From an optimization exercise on the open Yosys and OpenROAD flow, aimed at small area, a short achievable clock period and few clock cycles; shortcuts taken in it are not production practice.
Where RTL was checked, it was by simulation tests only, not by an equivalence proof against the original.

==> module SQRT, before the edit <==
module SQRT(
	RST,
	CLK,
	IN_VALID,
	IN,
	OUT_VALID,
	OUT
);
input CLK;
input RST;
input [15:0] IN;
input IN_VALID;
output [11:0] OUT;
output OUT_VALID;
reg [3:0] cnt;       
reg ovalid;
reg [13:0] r;        
reg [11:0] q;        
reg [9:0] x;         
assign OUT_VALID = ovalid;
assign OUT = q;
wire busy  = |cnt;
wire start = IN_VALID & ~busy;
wire last  = (cnt == 4'd10);
wire [5:0] v = IN[15:10];
wire [7:1] ge;                   
assign ge[1] = v >= 6'd1;
assign ge[2] = v >= 6'd4;
assign ge[3] = v >= 6'd9;
assign ge[4] = v >= 6'd16;
assign ge[5] = v >= 6'd25;
assign ge[6] = v >= 6'd36;
assign ge[7] = v >= 6'd49;
wire [2:0] q3 = {ge[4], ge[2] & ~ge[4] | ge[6], ge[1] & ~ge[2] | ge[3] & ~ge[4] | ge[5] & ~ge[6] | ge[7]};
wire [3:0] r3 = ge[7] ? v - 6'd49 : ge[6] ? v - 6'd36 : ge[5] ? v - 6'd25 : ge[4] ? v - 6'd16 :
                ge[3] ? v - 6'd9 : ge[2] ? v - 6'd4 : ge[1] ? v - 6'd1 : v[3:0];
wire [6:0] first = {q3, r3};
wire        pos = ~r[13];
wire [15:0] a   = {r, x[9:8]};
wire [15:0] op  = {{2{pos}}, q ^ {12{pos}}, 2'b11};
wire [15:0] sum = a + op;
wire        nb  = ~sum[15];
wire [11:0] qinc = q + 12'd1;
always @(posedge CLK or posedge RST) begin
	if (RST) begin
		cnt <= 4'd0;
		ovalid <= 1'b0;
	end else begin
		cnt <= start ? 4'd1 : (last ? 4'd0 : cnt + {3'd0, busy});
		ovalid <= last;
	end
end
always @(posedge CLK) begin
	if (start) begin
		r <= {10'd0, first[3:0]};
		q <= {9'd0, first[6:4]};
		x <= IN[9:0];
	end else begin
		r <= sum[13:0];
		q <= last ? (nb ? qinc : q) : {q[10:0], nb};
		x <= {x[7:0], 2'b00};
	end
end
endmodule
Settings: LEC_CHECK=0, CAP_MARGIN=20, CORE_MARGIN=2, CORE_UTILIZATION=40, SETUP_SLACK_MARGIN=2.6, SLEW_MARGIN=20; clock period 5.0 ns.
standard.sh (not shown) runs the stock make flow with config.mk's settings and CLKGATE_MAP_FILE= SYNTH_SCRIPT=/design/flow/synth_recipe.tcl, a recipe that flattens the netlist after the stock synthesis.
==> flow/flow/run.sh <==
#!/bin/bash
set -o pipefail
export BUFFER_PORTS_ARGS="-buffer_cell sky130_fd_sc_hd__buf_1"
bash standard.sh > standard.log 2>&1
Edit:
==> flow/design.v (replaced) <==
module SQRT(
	RST,
	CLK,
	IN_VALID,
	IN,
	OUT_VALID,
	OUT
);
input CLK;
input RST;
input [15:0] IN;
input IN_VALID;
output [11:0] OUT;
output OUT_VALID;
reg [3:0] cnt;       
reg ovalid;
reg [13:0] r;        
reg [11:0] q;        
reg [11:0] x;         
assign OUT_VALID = ovalid;
assign OUT = q;
wire busy  = |cnt;
wire start = IN_VALID & ~busy;
wire last  = (cnt == 4'd11);
function [4:0] sqrt_first;
	input [3:0] v;
	reg [1:0] qq;
	reg [2:0] rr;
	reg [4:0] w;
	integer i;
	begin
		qq = 2'd0;
		rr = 3'd0;
		for (i = 1; i >= 0; i = i - 1) begin
			w = {rr, v[2*i+1], v[2*i]};
			if (w >= {1'b0, qq, 2'b01}) begin
				rr = w - {1'b0, qq, 2'b01};
				qq = {qq, 1'b1};
			end else begin
				rr = w[2:0];
				qq = {qq, 1'b0};
			end
		end
		sqrt_first = {qq, rr};
	end
endfunction
wire [4:0] first = sqrt_first(IN[15:12]);
wire        pos = ~r[13];
wire [15:0] a   = {r, x[11:10]};
wire [15:0] op  = {{2{pos}}, q ^ {12{pos}}, 2'b11};
wire [15:0] sum = a + op;
wire        nb  = ~sum[15];
wire [11:0] qinc = q + 12'd1;
always @(posedge CLK or posedge RST) begin
	if (RST) begin
		cnt <= 4'd0;
		ovalid <= 1'b0;
	end else begin
		cnt <= start ? 4'd1 : (last ? 4'd0 : cnt + {3'd0, busy});
		ovalid <= last;
	end
end
always @(posedge CLK) begin
	if (start) begin
		r <= {11'd0, first[2:0]};
		q <= {10'd0, first[4:3]};
		x <= IN[11:0];
	end else begin
		r <= sum[13:0];
		q <= last ? (nb ? qinc : q) : {q[10:0], nb};
		x <= {x[9:0], 2'b00};
	end
end
endmodule
- The changed run finished clean
- count of clock-buffer cells in the layout is unchanged
- maximum frequency fell by 1.8%
- routed wire length falls by 20%
- area after synthesis is lower by about 9%
- global-route usage drops by 2.4 points
- critical path depth is unchanged
- setup slack loses 43 ps
- cell count went down by 10%
- design area drops by about 16%
- clock skew rises by 9.0 ps
- hold slack hardly moves
Testbench counts after the change, summed over its fixed seeds: cycles 48,008.
For the first run of this note, only the layout was checked, not whether the RTL still works.

* * *

SQRT with an RTL version that a note above also has.
Size: ~320 cells after synthesis, roughly 32 I/O pins, about 2300 sq um of cells after synthesis.
==> module SQRT, before the edit <==
module SQRT(
	RST,
	CLK,
	IN_VALID,
	IN,
	OUT_VALID,
	OUT
);
input CLK;
input RST;
input [15:0] IN;
input IN_VALID;
output [11:0] OUT;
output OUT_VALID;
reg [3:0] cnt;       
reg ovalid;
reg [13:0] r;        
reg [11:0] q;        
reg [11:0] x;         
assign OUT_VALID = ovalid;
assign OUT = q;
wire busy  = |cnt;
wire start = IN_VALID & ~busy;
wire last  = (cnt == 4'd11);
function [4:0] sqrt_first;
	input [3:0] v;
	reg [1:0] qq;
	reg [2:0] rr;
	reg [4:0] w;
	integer i;
	begin
		qq = 2'd0;
		rr = 3'd0;
		for (i = 1; i >= 0; i = i - 1) begin
			w = {rr, v[2*i+1], v[2*i]};
			if (w >= {1'b0, qq, 2'b01}) begin
				rr = w - {1'b0, qq, 2'b01};
				qq = {qq, 1'b1};
			end else begin
				rr = w[2:0];
				qq = {qq, 1'b0};
			end
		end
		sqrt_first = {qq, rr};
	end
endfunction
wire [4:0] first = sqrt_first(IN[15:12]);
wire        pos = ~r[13];
wire [15:0] a   = {r, x[11:10]};
wire [15:0] op  = {{2{pos}}, q ^ {12{pos}}, 2'b11};
wire [15:0] sum = a + op;
wire        nb  = ~sum[15];
wire [11:0] qinc = q + 12'd1;
always @(posedge CLK or posedge RST) begin
	if (RST) begin
		cnt <= 4'd0;
		ovalid <= 1'b0;
	end else begin
		cnt <= start ? 4'd1 : (last ? 4'd0 : cnt + {3'd0, busy});
		ovalid <= last;
	end
end
always @(posedge CLK) begin
	if (start) begin
		r <= {11'd0, first[2:0]};
		q <= {10'd0, first[4:3]};
		x <= IN[11:0];
	end else begin
		r <= sum[13:0];
		q <= last ? (nb ? qinc : q) : {q[10:0], nb};
		x <= {x[9:0], 2'b00};
	end
end
endmodule
export LEC_CHECK = 0
export CAP_MARGIN = 20
export CORE_MARGIN = 2
export CORE_UTILIZATION = 40
export SETUP_SLACK_MARGIN = 2.3
export SLEW_MARGIN = 20
create_clock -name core_clock -period 5.0 [get_ports {CLK}]
==> flow/flow/run.sh <==
#!/bin/bash
set -euo pipefail
export BUFFER_PORTS_ARGS="-buffer_cell sky130_fd_sc_hd__buf_1"

bash standard.sh synth > standard_synth.log 2>&1

R=orfs/results/$FLOW_PLATFORM/SQRT/base
LIB=$FLOW_HOME/platforms/$FLOW_PLATFORM/lib/sky130_fd_sc_hd__tt_025C_1v80.lib
YOSYS=$(command -v yosys || echo $FLOW_HOME/../tools/install/yosys/bin/yosys)
cp $R/1_2_yosys.v standard_1_2_yosys.v

# sequential and tie cells stay as they are; everything else is re-mapped
SEQ=$(grep -o 'cell *( *"\?sky130_fd_sc_hd__[a-z0-9_]*' $LIB | grep -o 'sky130_fd_sc_hd__[a-z0-9_]*' \
      | grep -E '__(df|edf|sdf|sedf|dlx|dlr|dlclkp|sdlclkp|conb)' | tr '\n' ' ')
DU=$(grep -o 'sky130_fd_sc_hd__\(lpflow\|probe\)[a-z0-9_]*' $LIB | sort -u | sed 's/^/-dont_use /' | tr '\n' ' ')
cat > remap.ys <<EOT
read_liberty -ignore_miss_func $LIB
blackbox $SEQ
read_verilog standard_1_2_yosys.v
hierarchy -top $FLOW_TOP
flatten
rename -hide w:*.*
opt_clean
stat
abc -liberty $LIB -script flow/remap.abc $DU
splitnets
opt_clean -purge
hilomap -singleton -hicell sky130_fd_sc_hd__conb_1 HI -locell sky130_fd_sc_hd__conb_1 LO
insbuf -buf sky130_fd_sc_hd__buf_4 A X
stat -liberty $LIB
write_verilog -noattr -nohex -nodec remapped.v
EOT
$YOSYS -l remap.log remap.ys > /dev/null 2>&1
cp remapped.v $R/1_2_yosys.v

bash standard.sh > standard.log 2>&1
==> flow/flow/remap.abc <==
strash; dch; map -D 1600; topo; stime -c; buffer -c; upsize -c; dnsize -c; stime -c
Testbench counts at the start, summed over its fixed seeds: cycles 48,008.
Rerun with:
--- a/flow/design.v
+++ b/flow/design.v
@@ -46,10 +46,10 @@
 endfunction
 wire [4:0] first = sqrt_first(IN[15:12]);
 wire        pos = ~r[13];
-wire [15:0] a   = {r, x[11:10]};
-wire [15:0] op  = {{2{pos}}, q ^ {12{pos}}, 2'b11};
-wire [15:0] sum = a + op;
-wire        nb  = ~sum[15];
+wire [14:0] a   = {r[12:0], x[11:10]};
+wire [14:0] op  = {pos, q ^ {12{pos}}, 2'b11};
+wire [14:0] sum = a + op;
+wire        nb  = ~sum[14];
 wire [11:0] qinc = q + 12'd1;
 always @(posedge CLK or posedge RST) begin
 	if (RST) begin
Setup slack got worse by 84 ps.
Cell area went up by 6.8%.
Utilization goes down by 0.29 points.
Synthesized cell count rose by 1.9%.
Critical path depth goes down by 1.
Count of clock-buffer cells in the layout came out lower by 1.
Fmax fell by 3.4%.
First-iteration DRC count fell by 11%.
Routed wire length goes up by 4.0%.
For the second run of this note, only the layout was checked, not whether the RTL still works.

* * *

Setup of orange:
SQRT, a different RTL version from the one above (not shown whole).
For scale: ~300 cells after synthesis, roughly 43 flip-flops, about 32 I/O pins, about 2500 sq um of cells after synthesis.
==> module SQRT, before the edit <==
module SQRT(
	RST,
	CLK,
	IN_VALID,
	IN,
	OUT_VALID,
	OUT
);
input CLK;
input RST;
input [15:0] IN;
input IN_VALID;
output [11:0] OUT;
output OUT_VALID;
reg [3:0] cnt;       
reg ovalid;
reg [13:0] r;        
reg [11:0] q;        
reg [11:0] x;         
assign OUT_VALID = ovalid;
assign OUT = q;
wire busy  = |cnt;
wire start = IN_VALID & ~busy;
wire last  = (cnt == 4'd11);
function [4:0] sqrt_first;
	input [3:0] v;
	reg [1:0] qq;
	reg [2:0] rr;
	reg [4:0] w;
	integer i;
	begin
		qq = 2'd0;
		rr = 3'd0;
		for (i = 1; i >= 0; i = i - 1) begin
			w = {rr, v[2*i+1], v[2*i]};
			if (w >= {1'b0, qq, 2'b01}) begin
				rr = w - {1'b0, qq, 2'b01};
				qq = {qq, 1'b1};
			end else begin
				rr = w[2:0];
				qq = {qq, 1'b0};
			end
		end
		sqrt_first = {qq, rr};
	end
endfunction
wire [4:0] first = sqrt_first(IN[15:12]);
wire        pos = ~r[13];
wire [15:0] a   = {r, x[11:10]};
wire [15:0] op  = {{2{pos}}, q ^ {12{pos}}, 2'b11};
wire [15:0] sum = a + op;
wire        nb  = ~sum[15];
wire [11:0] qinc = q + 12'd1;
always @(posedge CLK or posedge RST) begin
	if (RST) begin
		cnt <= 4'd0;
		ovalid <= 1'b0;
	end else begin
		cnt <= start ? 4'd1 : (last ? 4'd0 : cnt + {3'd0, busy});
		ovalid <= last;
	end
end
always @(posedge CLK) begin
	if (~busy) begin
		r <= {11'd0, first[2:0]};
		q <= {10'd0, first[4:3]};
		x <= IN[11:0];
	end else begin
		r <= sum[13:0];
		q <= last ? (nb ? qinc : q) : {q[10:0], nb};
		x <= {x[9:0], 2'b00};
	end
end
endmodule
clock: 5.0 ns
lec_check: 0
cap_margin: 20
core_margin: 2
core_utilization: 40
setup_slack_margin: 2.3
slew_margin: 20
==> flow/flow/run.sh <==
#!/bin/bash
set -o pipefail
export BUFFER_PORTS_ARGS="-buffer_cell sky130_fd_sc_hd__buf_1"
bash standard.sh > standard.log 2>&1
Input changes introduced in blue (baseline for comparison: orange):
--- a/flow/design.v
+++ b/flow/design.v
@@ -17,10 +17,12 @@
 reg [13:0] r;        
 reg [11:0] q;        
-reg [11:0] x;         
+reg [11:0] x;        
+reg rb;              
 assign OUT_VALID = ovalid;
 assign OUT = q;
 wire busy  = |cnt;
 wire start = IN_VALID & ~busy;
-wire last  = (cnt == 4'd11);
+wire lastb = (cnt == 4'd11);    
+wire rnd   = (cnt == 4'd12);    
 function [4:0] sqrt_first;
 	input [3:0] v;
@@ -46,4 +48,6 @@
 endfunction
 wire [4:0] first = sqrt_first(IN[15:12]);
+wire [1:0] q2 = first[4:3];
+wire [2:0] r2 = first[2:0];
 wire        pos = ~r[13];
 wire [15:0] a   = {r, x[11:10]};
@@ -51,5 +55,4 @@
 wire [15:0] sum = a + op;
 wire        nb  = ~sum[15];
-wire [11:0] qinc = q + 12'd1;
 always @(posedge CLK or posedge RST) begin
 	if (RST) begin
@@ -57,18 +60,19 @@
 		ovalid <= 1'b0;
 	end else begin
-		cnt <= start ? 4'd1 : (last ? 4'd0 : cnt + {3'd0, busy});
-		ovalid <= last;
+		cnt <= start ? 4'd1 : (rnd ? 4'd0 : cnt + {3'd0, busy});
+		ovalid <= rnd;
 	end
 end
 always @(posedge CLK) begin
-	if (~busy) begin
-		r <= {11'd0, first[2:0]};
-		q <= {10'd0, first[4:3]};
+	if (start) begin
+		r <= {11'd0, r2};
+		q <= {10'd0, q2};
 		x <= IN[11:0];
 	end else begin
 		r <= sum[13:0];
-		q <= last ? (nb ? qinc : q) : {q[10:0], nb};
+		q <= rnd ? q + {11'd0, rb} : (lastb ? q : {q[10:0], nb});
 		x <= {x[9:0], 2'b00};
 	end
+	rb <= nb;
 end
 endmodule
Results
- Any difference in worst hold slack between orange and blue is small enough to ignore.
- Diff orange..blue | total count of hold-check failures in the final report | unchanged
- Taking orange as the reference, in blue quantity of I/O buffers inserted on ports essentially unchanged; number of standard cells after synthesis increased about 8%.
- Looking at sequential share of layout area, blue sits 0.17 points lower than orange does.
- blue vs orange, last element of the critical path: q[4]$_SDFFE_PP0P_ vs q[5]$_SDFFE_PP0P_
- blue vs orange, area growth from synthesis to layout went down by 2.3 points.
- Diff orange -> blue: final cell count without fillers rose about 5.4%, total area of multi-input combinational cells rose about 5.5%.
- Post-CTS resize count: blue < orange
- In the tables for orange and blue, total wire length after detailed routing reads lower with orange.
No functional check of the RTL was part of any run of this note.

* * *

Another version of the RTL of SQRT (not shown whole).
For scale: ~380 cells after synthesis, roughly 32 I/O pins.
==> module SQRT, before the edit <==
module SQRT(
	RST,
	CLK,
	IN_VALID,
	IN,
	OUT_VALID,
	OUT
);
input CLK;
input RST;
input [15:0] IN;
input IN_VALID;
output [11:0] OUT;
output OUT_VALID;
reg [3:0] cnt;       
reg ovalid;
reg [13:0] r;        
reg [11:0] q;        
reg [7:0] x;         
assign OUT_VALID = ovalid;
assign OUT = q;
wire busy  = |cnt;
wire start = IN_VALID & ~busy;
wire last  = (cnt == 4'd9);
function [8:0] sqrt_first;
	input [7:0] v;
	reg [3:0] qq;
	reg [4:0] rr;
	reg [6:0] w;
	integer i;
	begin
		qq = 4'd0;
		rr = 5'd0;
		for (i = 3; i >= 0; i = i - 1) begin
			w = {rr, v[2*i+1], v[2*i]};
			if (w >= {1'b0, qq, 2'b01}) begin
				rr = w - {1'b0, qq, 2'b01};
				qq = {qq, 1'b1};
			end else begin
				rr = w[4:0];
				qq = {qq, 1'b0};
			end
		end
		sqrt_first = {qq, rr};
	end
endfunction
wire [8:0] first = sqrt_first(IN[15:8]);
wire        pos = ~r[13];
wire [15:0] a   = {r, x[7:6]};
wire [15:0] op  = {{2{pos}}, q ^ {12{pos}}, 2'b11};
wire [15:0] sum = a + op;
wire        nb  = ~sum[15];
wire [11:0] qinc = q + 12'd1;
always @(posedge CLK or posedge RST) begin
	if (RST) begin
		cnt <= 4'd0;
		ovalid <= 1'b0;
	end else begin
		cnt <= start ? 4'd1 : (last ? 4'd0 : cnt + {3'd0, busy});
		ovalid <= last;
	end
end
always @(posedge CLK) begin
	if (start) begin
		r <= {9'd0, first[4:0]};
		q <= {8'd0, first[8:5]};
		x <= IN[7:0];
	end else begin
		r <= sum[13:0];
		q <= last ? (nb ? qinc : q) : {q[10:0], nb};
		x <= {x[5:0], 2'b00};
	end
end
endmodule
Settings: LEC_CHECK=0, CAP_MARGIN=20, CORE_MARGIN=2, CORE_UTILIZATION=40, SETUP_SLACK_MARGIN=2.3, SLEW_MARGIN=20; clock period 5.0 ns.
==> flow/flow/run.sh <==
#!/bin/bash
set -euo pipefail
export BUFFER_PORTS_ARGS="-buffer_cell sky130_fd_sc_hd__buf_1"

bash standard.sh synth > standard_synth.log 2>&1

R=orfs/results/$FLOW_PLATFORM/SQRT/base
LIB=$FLOW_HOME/platforms/$FLOW_PLATFORM/lib/sky130_fd_sc_hd__tt_025C_1v80.lib
YOSYS=$(command -v yosys || echo $FLOW_HOME/../tools/install/yosys/bin/yosys)
cp $R/1_2_yosys.v standard_1_2_yosys.v

# sequential and tie cells stay as they are; everything else is re-mapped
SEQ=$(grep -o 'cell *( *"\?sky130_fd_sc_hd__[a-z0-9_]*' $LIB | grep -o 'sky130_fd_sc_hd__[a-z0-9_]*' \
      | grep -E '__(df|edf|sdf|sedf|dlx|dlr|dlclkp|sdlclkp|conb)' | tr '\n' ' ')
DU=$(grep -o 'sky130_fd_sc_hd__\(lpflow\|probe\)[a-z0-9_]*' $LIB | sort -u | sed 's/^/-dont_use /' | tr '\n' ' ')
cat > remap.ys <<EOT
read_liberty -ignore_miss_func $LIB
blackbox $SEQ
read_verilog standard_1_2_yosys.v
hierarchy -top $FLOW_TOP
flatten
rename -hide w:*.*
opt_clean
stat
abc -liberty $LIB -script flow/remap.abc $DU
splitnets
opt_clean -purge
hilomap -singleton -hicell sky130_fd_sc_hd__conb_1 HI -locell sky130_fd_sc_hd__conb_1 LO
insbuf -buf sky130_fd_sc_hd__buf_4 A X
stat -liberty $LIB
write_verilog -noattr -nohex -nodec remapped.v
EOT
$YOSYS -l remap.log remap.ys > /dev/null 2>&1
cp remapped.v $R/1_2_yosys.v

bash standard.sh > standard.log 2>&1
Scripts as last shown in full above: flow/flow/remap.abc
Rerun with:
==> flow/design.v (replaced) <==
module SQRT(
	RST,
	CLK,
	IN_VALID,
	IN,
	OUT_VALID,
	OUT
);
input CLK;
input RST;
input [15:0] IN;
input IN_VALID;
output [11:0] OUT;
output OUT_VALID;
reg [3:0] cnt;       
reg ovalid;
reg [13:0] r;        
reg [11:0] q;        
reg [11:0] x;        
reg rb;              
assign OUT_VALID = ovalid;
assign OUT = q;
wire busy  = |cnt;
wire start = IN_VALID & ~busy;
wire lastb = (cnt == 4'd11);    
wire rnd   = (cnt == 4'd12);    
function [4:0] sqrt_first;
	input [3:0] v;
	reg [1:0] qq;
	reg [2:0] rr;
	reg [4:0] w;
	integer i;
	begin
		qq = 2'd0;
		rr = 3'd0;
		for (i = 1; i >= 0; i = i - 1) begin
			w = {rr, v[2*i+1], v[2*i]};
			if (w >= {1'b0, qq, 2'b01}) begin
				rr = w - {1'b0, qq, 2'b01};
				qq = {qq, 1'b1};
			end else begin
				rr = w[2:0];
				qq = {qq, 1'b0};
			end
		end
		sqrt_first = {qq, rr};
	end
endfunction
wire [4:0] first = sqrt_first(IN[15:12]);
wire [1:0] q2 = first[4:3];
wire [2:0] r2 = first[2:0];
wire        pos = ~r[13];
wire [15:0] a   = {r, x[11:10]};
wire [15:0] op  = {{2{pos}}, q ^ {12{pos}}, 2'b11};
wire [15:0] sum = a + op;
wire        nb  = ~sum[15];
always @(posedge CLK or posedge RST) begin
	if (RST) begin
		cnt <= 4'd0;
		ovalid <= 1'b0;
	end else begin
		cnt <= start ? 4'd1 : (rnd ? 4'd0 : cnt + {3'd0, busy});
		ovalid <= rnd;
	end
end
always @(posedge CLK) begin
	if (start) begin
		r <= {11'd0, r2};
		q <= {10'd0, q2};
		x <= IN[11:0];
	end else begin
		r <= sum[13:0];
		q <= rnd ? q + {11'd0, rb} : (lastb ? q : {q[10:0], nb});
		x <= {x[9:0], 2'b00};
	end
	rb <= nb;
end
endmodule
The changed run ran to the end with no violations.
Cell area is lower by about 23%.
Utilization shrinks by 5.7 points.
Clock-buffer cell count does not change.
Worst setup slack improved by 0.37 ns.
Die area went down by about 14%.
Critical path depth goes down by 5.
Global-route usage is higher by 0.51 points.
No run of this note included a check of the RTL's function; only the layout flow was run.

==> what the ideal ports hide <==
No port has a modelled driver above. Below, the same layouts with a new extraction and two added sets of constraints.
Step 1 assumes that a clkbuf_16 drives the clock port and a buf_2 every other input.
Step 2 times the ports against the registers' clock, not the clock port: input delays grow and output delays shrink by t, the midpoint of the rising clock arrivals with the driver on.
Slacks: ideal ports / drivers / drivers and shift; pairs: ideal ports / drivers.
| run | t, ns | slack for setup (ns) | hold slack, ns | worst setup path after step 2 | clock arrival spread, ns |
|---|---|---|---|---|---|
| the first run of note 1 | 0.320 | 2.612 / 2.589 / 2.269 | 0.426 / 0.426 / 0.426 | input to register | 0.004 / 0.004 |
| the second run of note 1 | 0.317 | 2.568 / 2.568 / 2.557 | 0.429 / 0.429 / 0.429 | input to register | 0.014 / 0.014 |
| the first run of note 2 | 0.327 | 2.618 / 2.618 / 2.318 | 0.415 / 0.415 / 0.415 | input to register | 0.011 / 0.011 |
| the second run of note 2 | 0.329 | 2.534 / 2.534 / 2.443 | 0.430 / 0.430 / 0.430 | input to register | 0.007 / 0.006 |
| orange | 0.328 | 2.455 / 2.455 / 2.455 | 0.426 / 0.426 / 0.426 | register to register | 0.006 / 0.005 |
| blue | 0.324 | 2.649 / 2.649 / 2.340 | 0.429 / 0.429 / 0.429 | input to register | 0.007 / 0.007 |
| the first run of note 4 | 0.330 | 2.240 / 2.222 / 1.892 | 0.432 / 0.432 / 0.432 | input to register | 0.012 / 0.013 |
| the second run of note 4 | 0.325 | 2.606 / 2.606 / 2.606 | 0.434 / 0.434 / 0.434 | register to register | 0.007 / 0.006 |
After both steps every run listed still meets setup and hold. For the first run of note 4, which loses most, drivers alone change the setup slack by -0.018 ns; drivers and shift together by -0.348 ns.
